This is an optimization exercise on Yosys and OpenROAD, whose aim is small area, not a production implementation. The RTL was checked by simulation tests, not by an equivalence proof against the original design. No activity file was given, so power comes from the tool's default toggle rates.

## tundra
==> flow/design.v <==
module top(
  input  wire       mclk,
  input  wire       rst,
  input  wire [3:0] switch_in,
  output wire [6:0] SEG1,  
  output wire [6:0] SEG2,  
  output wire [6:0] SEG3,  
  output wire [6:0] SEG4,  
  output wire [6:0] SEG5,  
  output wire [6:0] SEG6,  
  output wire [7:0] LED
);
localparam [18:0] POL1 = 19'h2aaaa;
localparam [17:0] POL2 = 18'h2aaaa;
reg [18:0] r1;
reg        h1;
reg [17:0] r2;
reg        h2;
wire [18:0] x1 = r1 ^ POL1;
wire [17:0] x2 = r2 ^ POL2;
wire t1 = (r1 == (19'h32971 ^ POL1));
wire t2 = (r2 == (18'h01d62 ^ POL2));
wire tick1 = t1 & ~h1;
wire tick2 = t2 & ~h2;
wire [18:0] n1 = (rst | t1) ? 19'd0 : {x1[17:0], ~(x1[18] ^ x1[5])};
wire [17:0] n2 = (rst | t2) ? 18'd0 : {x2[16:0], ~(x2[17] ^ x2[6])};
always @(posedge mclk) begin
  r1 <= n1 ^ POL1;
  r2 <= n2 ^ POL2;
  if (rst | t1) h1 <= ~rst & ~h1;
  if (rst | t2) h2 <= ~rst & ~h2;
end
reg [3:0] s1n, s2, s3n, B;
wire [3:0] rise = s2 & s3n;
wire [3:0] fall = ~s3n & ~s2;
wire [3:0] rsel = {rise[3] & ~|rise[2:0], rise[2] & ~|rise[1:0], rise[1] & ~rise[0], rise[0]};
wire [3:0] fsel = {fall[3] & ~|fall[2:0], fall[2] & ~|fall[1:0], fall[1] & ~fall[0], fall[0]} & {4{~|rise}};
wire [3:0] press = rsel & ~B;
always @(posedge mclk) begin
  if (rst) begin
    s1n <= 4'hf; s2 <= 4'd0; s3n <= 4'hf; B <= 4'd0;
  end else begin
    s1n <= ~switch_in; s2 <= ~s1n; s3n <= ~s2;
    B <= (B | rsel) & ~fsel;
  end
end
function [2:0] cinc;
  input [2:0] c;
  cinc = {(c[2] & ~c[1]) | (c[1] & c[0]), (c[0] & ~c[1]) | (c[1] & ~c[0] & ~c[2]), ~c[0] & ~(c[2] & c[1])};
endfunction
reg m1, m2;           
reg [2:0] ct, ca;     
reg E;
always @(posedge mclk) begin
  if (rst | press[0]) begin m1 <= ~rst & ~m1 & ~m2; m2 <= ~rst & m1; end
  if (rst | (press[1] & m1)) ct <= cinc(ct) & {3{~rst}};
  if (rst | (press[1] & m2)) ca <= cinc(ca) & {3{~rst}};
  if (rst | press[3]) E <= ~rst & ~E;
end
reg [18:0] P, T, A;
wire        m0 = ~m1 & ~m2;
wire [18:0] V = ({19{m1}} & T) | ({19{m2}} & A) | ({19{m0}} & P);
wire [2:0]  cur = ({3{m1}} & ct) | ({3{m2}} & ca);    
wire        sen = m0 ? tick1 : press[2];
wire [5:0]  cdec = {cur[2] & cur[0], cur[2] & ~cur[1] & ~cur[0], cur[1] & cur[0], ~cur[2] & cur[1] & ~cur[0], ~cur[2] & ~cur[1] & cur[0], ~cur[2] & ~cur[1] & ~cur[0]};
wire [5:0]  sel = {6{sen}} & cdec;
wire [3:0] vs = V[3:0];
wire [2:0] vs10 = V[6:4];
wire [3:0] vm = V[10:7];
wire [2:0] vm10 = V[13:11];
wire [3:0] vh = V[17:14];
wire       vh10 = V[18];
wire e0 = sel[0];
wire e1 = (e0 & vs[3] & vs[0]) | sel[1];
wire e2 = (e1 & vs10[2] & vs10[0]) | sel[2];
wire e3 = (e2 & vm[3] & vm[0]) | sel[3];
wire e4 = (e3 & vm10[2] & vm10[0]) | sel[4];
wire h9 = vh[3] & vh[0];
wire h11 = vh10 & ~vh[3] & ~vh[2] & ~vh[1] & vh[0];
wire [18:0] tog = {
  (e4 & (h9 | h11)) | sel[5],
  e4 & vh[0] & (vh[3] | (vh[2] & vh[1])), e4 & vh[1] & vh[0], e4 & vh[0] & ~vh[3] & ~h11, e4,
  e3 & vm10[0] & (vm10[1] | vm10[2]), e3 & vm10[0] & ~vm10[2], e3,
  e2 & vm[0] & (vm[3] | (vm[2] & vm[1])), e2 & vm[1] & vm[0], e2 & vm[0] & ~vm[3], e2,
  e1 & vs10[0] & (vs10[1] | vs10[2]), e1 & vs10[0] & ~vs10[2], e1,
  e0 & vs[0] & (vs[3] | (vs[2] & vs[1])), e0 & vs[1] & vs[0], e0 & vs[0] & ~vs[3], e0};
wire [18:0] W = (V ^ tog) & {19{~rst}};    
always @(posedge mclk) begin
  P <= ({19{rst | m0}} & W) | ({19{~rst & m1 & tick1}} & T) | ({19{~rst & ~m0 & ~(m1 & tick1)}} & P);
  if (rst | m1) T <= W;
  if (rst | m2) A <= W;
end
wire s_ge = (P[3] & ~A[3]) | (~(P[3] ^ A[3]) & ((P[2] & ~A[2]) | (~(P[2] ^ A[2]) &
            ((P[1] & ~A[1]) | (~(P[1] ^ A[1]) & (P[0] | ~A[0]))))));
wire ring = E & (P[18:7] == A[18:7]) & (s_ge ? (P[6:4] == A[6:4]) : (P[6:4] == {A[6] ^ (A[5] & A[4]), A[5] ^ A[4], ~A[4]}));
reg K;
always @(posedge mclk) begin
  if (rst | tick2) K <= ~rst & ring & ~K;
end
assign LED = {m1, m2, E, {5{K}}};
wire        blk = ~h2 & (m1 | m2);
function [6:0] dec4;
  input [3:0] d;
  begin
  dec4[0] = (~d[0]&~d[2]) | (d[0]&~d[1]&d[2]) | (d[1]&~d[3]) | (~d[1]&d[3]);
  dec4[1] = (~d[0]&~d[1]) | (~d[2]) | (d[0]&d[1]&~d[3]);
  dec4[2] = (~d[1]) | (d[0]&~d[2]) | (d[2]&~d[3]);
  dec4[3] = ~((~d[0]&~d[1]&d[2]) | (d[0]&d[1]&d[2]) | (d[0]&~d[1]&~d[2]&~d[3]));
  dec4[4] = ~((d[0]) | (~d[1]&d[2]));
  dec4[5] = ~((d[0]&d[1]) | (d[1]&~d[2]) | (d[0]&~d[2]&~d[3]));
  dec4[6] = ~((d[0]&d[1]&d[2]) | (~d[1]&~d[2]&~d[3]));
  end
endfunction
function [6:0] dec3;
  input [2:0] d;
  begin
  dec3[0] = ~((~d[0]&d[2]) | (d[0]&~d[1]&~d[2]));
  dec3[1] = (~d[0]&~d[1]) | (~d[2]);
  dec3[2] = (d[0]) | (~d[1]);
  dec3[3] = ~((~d[0]&d[2]) | (d[0]&~d[1]&~d[2]));
  dec3[4] = (~d[0]&~d[2]);
  dec3[5] = ~((d[1]) | (d[0]&~d[2]));
  dec3[6] = (d[1]&~d[2]) | (~d[1]&d[2]);
  end
endfunction
wire [5:0] bd = {6{blk}} & cdec;
assign SEG6 = dec4(V[3:0] | {4{bd[0]}});
assign SEG5 = dec3({V[6] | bd[1], V[5] | bd[1], V[4] & ~bd[1]});
assign SEG4 = dec4(V[10:7] | {4{bd[2]}});
assign SEG3 = dec3({V[13] | bd[3], V[12] | bd[3], V[11] & ~bd[3]});
assign SEG2 = dec4(V[17:14] | {4{bd[4]}});
assign SEG1 = {1'b0, {3{~V[18] & ~bd[5]}}, {2{~bd[5]}}, ~V[18] & ~bd[5]};
endmodule
Settings: LEC_CHECK=0, ABC_AREA=0, CAP_MARGIN=20, CORE_MARGIN=2, CORE_UTILIZATION=40, SLEW_MARGIN=20; clock period 10.0 ns.
standard.sh (not shown) runs the stock make flow with config.mk's settings and CLKGATE_MAP_FILE= SYNTH_SCRIPT=/design/flow/synth_recipe.tcl, a recipe that flattens the netlist after the stock synthesis.
==> flow/flow/run.sh <==
#!/bin/bash
# The standard layout (standard.sh), with two changes made through the
# variables ORFS reads:
#  - each port gets the smallest buffer cell (buf_1) as its port buffer;
#  - clock tree synthesis uses clkbuf_4 (clkbuf_8 at the root) and inserts no
#    dummy loads.
# All of make's output goes to standard.log in this folder.
export BUFFER_PORTS_ARGS="-buffer_cell sky130_fd_sc_hd__buf_1"
export CTS_ARGS="-sink_clustering_enable -repair_clock_nets -dont_use_dummy_load -buf_list {sky130_fd_sc_hd__clkbuf_4} -root_buf sky130_fd_sc_hd__clkbuf_4 -sink_clustering_levels 1 -sink_clustering_size 30 -sink_clustering_max_diameter 100"
bash standard.sh > standard.log 2>&1
Looking at the reports, tundra completed the entire flow and the layout it produced met the timing, design-rule and antenna checks.
The inputs of nickel differ from those of tundra as listed below.
--- a/flow/flow/run.sh
+++ b/flow/flow/run.sh
@@ -7,4 +7,5 @@
 # All of make's output goes to standard.log in this folder.
 export BUFFER_PORTS_ARGS="-buffer_cell sky130_fd_sc_hd__buf_1"
-export CTS_ARGS="-sink_clustering_enable -repair_clock_nets -dont_use_dummy_load -buf_list {sky130_fd_sc_hd__clkbuf_4} -root_buf sky130_fd_sc_hd__clkbuf_4 -sink_clustering_levels 1 -sink_clustering_size 30 -sink_clustering_max_diameter 100"
+export CTS_ARGS="-sink_clustering_enable -repair_clock_nets -dont_use_dummy_load -buf_list {sky130_fd_sc_hd__clkbuf_4} -root_buf sky130_fd_sc_hd__clkbuf_8"
+export RECOVER_POWER=100
 bash standard.sh > standard.log 2>&1
[summary]
Summary across nickel and tundra: the single failing run is nickel. The layout from nickel, despite a flow that completed every stage, fails the layout checks, with the failing checks listed as max-capacitance violations, max-slew violations. Any difference in die area between nickel and tundra is small enough to ignore. tundra -> nickel: count of placed standard cells in the final layout, fillers left out flat. nickel -> tundra: mean instance size in the synthesized netlist delta 0, exact match. Between tundra and nickel, the smallest hold slack does not differ in any meaningful way. Comparing nickel and tundra, the higher register-to-register slack is on tundra. Going from tundra to nickel, number of filler cells placed in the layout saw an increase; combinational power barely changed; post-route setup TNS shows no meaningful change; relative contribution of the clock network to total power saw an increase.
Input changes introduced in pepper (baseline for comparison: nickel):
--- a/flow/flow/run.sh
+++ b/flow/flow/run.sh
@@ -7,5 +7,5 @@
 # All of make's output goes to standard.log in this folder.
 export BUFFER_PORTS_ARGS="-buffer_cell sky130_fd_sc_hd__buf_1"
-export CTS_ARGS="-sink_clustering_enable -repair_clock_nets -dont_use_dummy_load -buf_list {sky130_fd_sc_hd__clkbuf_4} -root_buf sky130_fd_sc_hd__clkbuf_8"
-export RECOVER_POWER=100
+export CTS_ARGS="-sink_clustering_enable -repair_clock_nets -dont_use_dummy_load -buf_list {sky130_fd_sc_hd__clkbuf_4} -root_buf sky130_fd_sc_hd__clkbuf_4"
+export POST_FLOORPLAN_TCL="$(pwd)/flow/downsize.tcl"
 bash standard.sh > standard.log 2>&1
==> flow/flow/downsize.tcl (new file) <==
# POST_FLOORPLAN hook: give every combinational cell the smallest-area drive
# strength of its own cell family (same function and pins). Placement's
# repair_design, which runs later in the standard flow, sizes back up or
# buffers whatever then needs more drive for slew or capacitance.
set dont_use_pats {}
if {[info exists ::env(DONT_USE_CELLS)]} { set dont_use_pats $::env(DONT_USE_CELLS) }
proc ds_dont_use {name pats} {
  foreach p $pats { if {[string match $p $name]} { return 1 } }
  return 0
}
set db [ord::get_db]
set block [ord::get_db_block]
set changed 0
set before 0.0
set after 0.0
foreach inst [$block getInsts] {
  set m [$inst getMaster]
  set name [$m getName]
  if {![regexp {^(sky130_fd_sc_hd__[a-z0-9]+)_([0-9]+)$} $name -> base drive]} { continue }
  if {[$m isSequential] || [$inst isFixed]} { continue }
  if {[regexp {clkbuf|clkinv|dly|conb|tap|fill|decap|diode} $base]} { continue }
  set best $m
  set barea [expr {double([$m getWidth]) * [$m getHeight]}]
  foreach d {0 1 2 3 4 6 8} {
    if {$d >= $drive} { break }
    set c [$db findMaster "${base}_$d"]
    if {$c == "NULL" || $c == ""} { continue }
    if {[ds_dont_use [$c getName] $dont_use_pats]} { continue }
    set a [expr {double([$c getWidth]) * [$c getHeight]}]
    if {$a < $barea} { set best $c; set barea $a }
  }
  if {$best != $m} {
    set before [expr {$before + double([$m getWidth]) * [$m getHeight]}]
    set after [expr {$after + $barea}]
    replace_cell [$inst getName] [$best getName]
    incr changed
  }
}
puts [format "downsize: %d cells resized, %.1f um2 -> %.1f um2" $changed [expr {$before / 1e6}] [expr {$after / 1e6}]]
==> comparison <==
In pepper, the register-to-register slack came out 1.50 ns above the value in nickel.
The via count of pepper falls short of that of nickel by 38.
Both conditions hold for pepper: the flow ran to the end and the final layout passed the timing, design-rule and antenna checks.
Taking nickel as the reference, in pepper fraction of power consumed by combinational cells climbed 0.2 points, cell area barely changed, adder and majority gate portion of the synthesized area barely changed, part of the cycle the worst path needs dropped 12 points, power barely changed.
What indigo does differently from pepper at the input level:
--- a/flow/flow/run.sh
+++ b/flow/flow/run.sh
@@ -8,4 +8,3 @@
 export BUFFER_PORTS_ARGS="-buffer_cell sky130_fd_sc_hd__buf_1"
 export CTS_ARGS="-sink_clustering_enable -repair_clock_nets -dont_use_dummy_load -buf_list {sky130_fd_sc_hd__clkbuf_4} -root_buf sky130_fd_sc_hd__clkbuf_4"
-export POST_FLOORPLAN_TCL="$(pwd)/flow/downsize.tcl"
 bash standard.sh > standard.log 2>&1
removed: flow/flow/downsize.tcl
==> comparison <==
Worst slew slack as a fraction of its limit is lower on pepper
Taking pepper as the reference, in indigo cell area grew by 30 um2, fraction of power spent switching nets held steady, latest clock arrival within the worst-skew pair held steady, detailed-route wire length held steady.
indigo can be clocked slower than pepper.
Compared with pepper, indigo shows a higher utilization after layout.
Critical path depth came out exactly the same in indigo and pepper.
Compared with pepper, indigo shows a via count of the first global-routing pass that is 5.9% higher.
The number of antenna violations at the first check in global routing of indigo and that of pepper are within noise of each other.
Against pepper, indigo comes in 1 higher on detailed-routing iteration count for the pre-antenna-repair pass.
Input-level comparison between ember and indigo:
Settings: SLEW_MARGIN: 20 -> 0; CAP_MARGIN: 20 -> 0.
--- a/flow/flow/run.sh
+++ b/flow/flow/run.sh
@@ -8,3 +8,4 @@
 export BUFFER_PORTS_ARGS="-buffer_cell sky130_fd_sc_hd__buf_1"
 export CTS_ARGS="-sink_clustering_enable -repair_clock_nets -dont_use_dummy_load -buf_list {sky130_fd_sc_hd__clkbuf_4} -root_buf sky130_fd_sc_hd__clkbuf_4"
+export POST_FLOORPLAN_TCL="$(pwd)/flow/downsize.tcl"
 bash standard.sh > standard.log 2>&1
==> flow/flow/downsize.tcl (new file) <==
# POST_FLOORPLAN hook: give every combinational cell the smallest-area drive
# strength of its own cell family (same function and pins). Placement's
# repair_design, which runs later in the standard flow, sizes back up or
# buffers whatever then needs more drive for slew or capacitance.
set dont_use_pats {}
if {[info exists ::env(DONT_USE_CELLS)]} { set dont_use_pats $::env(DONT_USE_CELLS) }
proc ds_dont_use {name pats} {
  foreach p $pats { if {[string match $p $name]} { return 1 } }
  return 0
}
set db [ord::get_db]
set block [ord::get_db_block]
set changed 0
set before 0.0
set after 0.0
foreach inst [$block getInsts] {
  set m [$inst getMaster]
  set name [$m getName]
  if {![regexp {^(sky130_fd_sc_hd__[a-z0-9]+)_([0-9]+)$} $name -> base drive]} { continue }
  if {[$m isSequential] || [$inst isFixed]} { continue }
  if {[regexp {clkbuf|clkinv|dly|conb|tap|fill|decap|diode} $base]} { continue }
  set best $m
  set barea [expr {double([$m getWidth]) * [$m getHeight]}]
  foreach d {0 1 2 3 4 6 8} {
    if {$d >= $drive} { break }
    set c [$db findMaster "${base}_$d"]
    if {$c == "NULL" || $c == ""} { continue }
    if {[ds_dont_use [$c getName] $dont_use_pats]} { continue }
    set a [expr {double([$c getWidth]) * [$c getHeight]}]
    if {$a < $barea} { set best $c; set barea $a }
  }
  if {$best != $m} {
    set before [expr {$before + double([$m getWidth]) * [$m getHeight]}]
    set after [expr {$after + $barea}]
    replace_cell [$inst getName] [$best getName]
    incr changed
  }
}
puts [format "downsize: %d cells resized, %.1f um2 -> %.1f um2" $changed [expr {$before / 1e6}] [expr {$after / 1e6}]]
--- outcome ---
ember completed every stage of the flow, and the final layout passed the timing, design-rule and antenna checks.
There was hardly any difference in share of total power in the clock network between ember and indigo.
For indigo, the timing startpoint of the critical path was m1, unlike ember, where it was m2.
Re power per cell area: indigo was lower than ember.
Diff indigo -> ember: detailed-route wire length per cell about even, routed wire length about even.
Input changes introduced in cedar (baseline for comparison: ember):
Settings: changing SLEW_MARGIN from 0 to 20; changing CAP_MARGIN from 0 to 20.
--- a/flow/flow/run.sh
+++ b/flow/flow/run.sh
@@ -1,8 +1,10 @@
 #!/bin/bash
-# The standard layout (standard.sh), with two changes made through the
+# The standard layout (standard.sh), with three changes made through the
 # variables ORFS reads:
 #  - each port gets the smallest buffer cell (buf_1) as its port buffer;
-#  - clock tree synthesis uses clkbuf_4 (clkbuf_8 at the root) and inserts no
-#    dummy loads.
+#  - clock tree synthesis uses clkbuf_4 buffers and inserts no dummy loads;
+#  - after floorplanning, flow/downsize.tcl gives each combinational cell the
+#    smallest drive strength of its family; placement's repair_design then
+#    sizes up or buffers whatever needs more drive.
 # All of make's output goes to standard.log in this folder.
 export BUFFER_PORTS_ARGS="-buffer_cell sky130_fd_sc_hd__buf_1"
[summary]
Placement-stage worst setup slack: cedar vs ember identical
Looking at cedar and ember, the total area of sequential cells is a wash.
cedar: PASS, flow complete, no timing, DRC or antenna violations
Maximum frequency: cedar vs ember identical
The count of clock-net buffers in the final layout was comparable across cedar and ember.
Diff ember..cedar | clock sink total | unchanged

-- what the ideal ports hide --
No port has a modelled driver above. Below, the same layouts with a new extraction and two added sets of constraints. Step 1: set_driving_cell puts a clkbuf_16 on mclk and a buf_2 on each other input, an assumption about the parent block. Step 2, shift: input delay + t, output delay - t, t = (earliest + latest rising clock arrival at the registers) / 2. This alone moves slack from input paths to output paths. Three values: no drivers, after step 1, after step 2; two values: the first two.
run | t, ns | setup slack, ns | cell pins on the clock port's net
tundra | 0.542 | 4.521 / 4.484 / 5.027 | 1
nickel | 0.433 | 3.438 / 3.404 / 3.837 | 1
pepper | 0.561 | 4.669 / 4.633 / 5.194 | 1
indigo | 0.542 | 4.521 / 4.484 / 5.027 | 1
ember | 0.561 | 4.669 / 4.633 / 5.194 | 1
cedar | 0.561 | 4.669 / 4.633 / 5.194 | 1
